This design comes from an exercise in tuning for small area on the open sky130 flow, not from production work. The RTL was checked by simulation tests, not by an equivalence proof against the original design. Power figures rest on the tool's default switching activity, not on a simulated workload.

## the reference run
==> flow/design.v (excerpt) <==
module chess_top( MemOE, MemWR, RamCS, FlashCS, QuadSpiFlashCS,
		ClkPort,
		BtnL, BtnU, BtnD, BtnR, BtnC,
		Sw0,
		vga_hsync, vga_vsync,
		vga_r0, vga_r1, vga_r2,
		vga_g0, vga_g1, vga_g2,
		vga_b0, vga_b1,
		Ld0, Ld1, Ld2, Ld3, Ld4
	);
export LEC_CHECK = 0
export CAP_MARGIN = 20
export CORE_MARGIN = 2
export CORE_UTILIZATION = 60
export CTS_BUF_LIST = sky130_fd_sc_hd__clkbuf_16
export CTS_CLUSTER_DIAMETER = 80
export CTS_CLUSTER_SIZE = 26
export PLACE_DENSITY = 0.75
export SLEW_MARGIN = 20
create_clock -name core_clock -period 10.0 [get_ports {ClkPort}]
standard.sh (not shown) runs the stock make flow with config.mk's settings and CLKGATE_MAP_FILE= SYNTH_SCRIPT=/design/flow/synth_recipe.tcl, a recipe that flattens the netlist after the stock synthesis.
==> flow/flow/run.sh <==
#!/bin/bash
# Standard layout, with the port buffers made from the smallest buffer cell.
bash standard.sh BUFFER_PORTS_ARGS="-buffer_cell sky130_fd_sc_hd__buf_1" finish > standard.log 2>&1
Setup changes, the reference run to the trial run
Settings: an added ABC_AREA of 1; a change of CTS_CLUSTER_DIAMETER from 80 to 90; a change of PLACE_DENSITY from 0.75 to 0.8.
- The trial run closes out successfully: all stages finished, all timing, DRC and antenna checks passed.
- Run comparison: the reference run start point of the critical path logic_module.cursor_addr[4]; the trial run start point of the critical path logic_module.cursor_addr[0]
- The trial run ended up with a lower xor and xnor area share after synthesis than the reference run did.
- Against the reference run, the trial run comes in about 1.3% lower on mean number of vias per cell.
- Post-placement setup slack delta for the trial run relative to the reference run: 0.26 ns higher

---

Another version of the RTL of chess_top (not shown whole).
Size in the first run: about 430 flip-flops, about 27 I/O pins.
export LEC_CHECK = 0
export CAP_MARGIN = 20
export CORE_MARGIN = 2
export CORE_UTILIZATION = 60
export CTS_BUF_LIST = sky130_fd_sc_hd__clkbuf_16
export CTS_CLUSTER_DIAMETER = 90
export CTS_CLUSTER_SIZE = 26
export PLACE_DENSITY = 0.75
export SLEW_MARGIN = 20
create_clock -name core_clock -period 10.0 [get_ports {ClkPort}]
==> flow/flow/run.sh <==
#!/bin/bash
bash standard.sh BUFFER_PORTS_ARGS="-buffer_cell sky130_fd_sc_hd__buf_1" CTS_ARGS="-sink_clustering_enable -repair_clock_nets -buf_list sky130_fd_sc_hd__clkbuf_4 -sink_clustering_size 10 -sink_clustering_max_diameter 40" finish > standard.log 2>&1
Then changed:
==> flow/run.sh (new file) <==
#!/bin/bash
# synth_recipe.tcl (not shown) runs the flow's synth.tcl, then flattens the netlist and writes it again
# the make line also repeats each setting of config.mk as NAME=value (left out here)
make -C /OpenROAD-flow-scripts/flow DESIGN_CONFIG=/design/flow/config.mk WORK_HOME=/design/flow/orfs CLKGATE_MAP_FILE= SYNTH_SCRIPT=/design/flow/synth_recipe.tcl finish
- CORE_UTILIZATION: 60 -> 70
- CTS_CLUSTER_DIAMETER: 90 -> 80
- CTS_CLUSTER_SIZE: 26 -> 32
- PLACE_DENSITY: 0.75 -> 0.8
removed: flow/flow/run.sh
removed: flow/standard.sh
Outcome: The changed run ran to the end with no violations; setup slack loses 0.20 ns; clock skew hardly moves; core utilization goes up by 12 points; sequential power stays flat; non-clock buffer count is higher by 1; wire length grows by a few percent.

---

Another version of the RTL of chess_top (not shown whole).
For scale: about 1200 cells after synthesis, about 27 I/O pins, ~0.014 mm^2 of cells after synthesis.
Settings: LEC_CHECK=0, CAP_MARGIN=20, CORE_MARGIN=2, CORE_UTILIZATION=55, CTS_BUF_LIST=sky130_fd_sc_hd__clkbuf_16, CTS_CLUSTER_DIAMETER=90, CTS_CLUSTER_SIZE=26, PLACE_DENSITY=0.8, SLEW_MARGIN=20; clock period 10.0 ns.
==> flow/flow/run.sh <==
#!/bin/bash
# Standard layout, with the port buffers made from the smallest buffer cell.
bash standard.sh BUFFER_PORTS_ARGS="-buffer_cell sky130_fd_sc_hd__buf_1" finish > standard.log 2>&1
==> next run, changes <==
- CORE_UTILIZATION: 55 -> 60
- CTS_CLUSTER_DIAMETER: 90 -> 95
- CTS_CLUSTER_SIZE: 26 -> 27
Effect: Combinational power falls by about 0.9%. Wire length is higher by 1.3%. Setup slack got worse by 120 ps. Flip-flop and latch count does not change. Clock-buffer cell count rose by 1. Core utilization rose by 6.0 points. Cell area is about the same. Non-clock buffer count went down by 1. Sequential power hardly moves. Power rose by 0.64%.
==> next run, changes <==
- CTS_CLUSTER_DIAMETER: 95 -> 90
- CTS_CLUSTER_SIZE: 27 -> 26
- PLACE_DENSITY: 0.8 -> 0.85
After rerunning: Design area stays flat. Clock skew goes down by 3.1 ps. Non-clock buffer count goes down by 1. Worst setup slack degrades by 130 ps. Wire length goes up by a few percent. Sequential share of layout area stays flat. Global-route usage goes up by 0.74 points. Critical path depth does not change. Cell count hardly moves. Sequential cell count stays the same. Synthesized cell count is unchanged.

re-timing with driven ports:
In the flow no input, the clock included, has a driving cell. The finished layouts below were timed again as built, in two steps.
Step 1 sets driving cells, clkbuf_16 on the clock port and buf_2 on the other inputs (assumed; they add their load-dependent delay and slew).
Step 2 moves the port delays by t, midway between the first and last clock arrival at a register: inputs arrive t later, outputs are due t later. That takes back most of the time a late clock gives input paths.
Three values: ideal, step 1, step 2; two values: the first two.
run | t, ns | setup slack, ns | slew at the worst register clock pin (ns)
the reference run | 0.575 | 2.958 / 2.909 / 3.484 | 0.11 / 0.11
the trial run | 0.577 | 3.162 / 3.116 / 3.694 | 0.10 / 0.10
the first run of note 2 | 0.734 | 2.483 / 2.443 / 3.177 | 0.11 / 0.11
the second run of note 2 | 0.563 | 2.283 / 2.236 / 2.799 | 0.12 / 0.12
the first run of note 3 | 0.568 | 2.523 / 2.476 / 3.044 | 0.11 / 0.11
the second run of note 3 | 0.561 | 2.407 / 2.363 / 2.924 | 0.11 / 0.11
the third run of note 3 | 0.579 | 2.276 / 2.232 / 2.811 | 0.11 / 0.11
After both steps setup and hold are still met in every run listed.
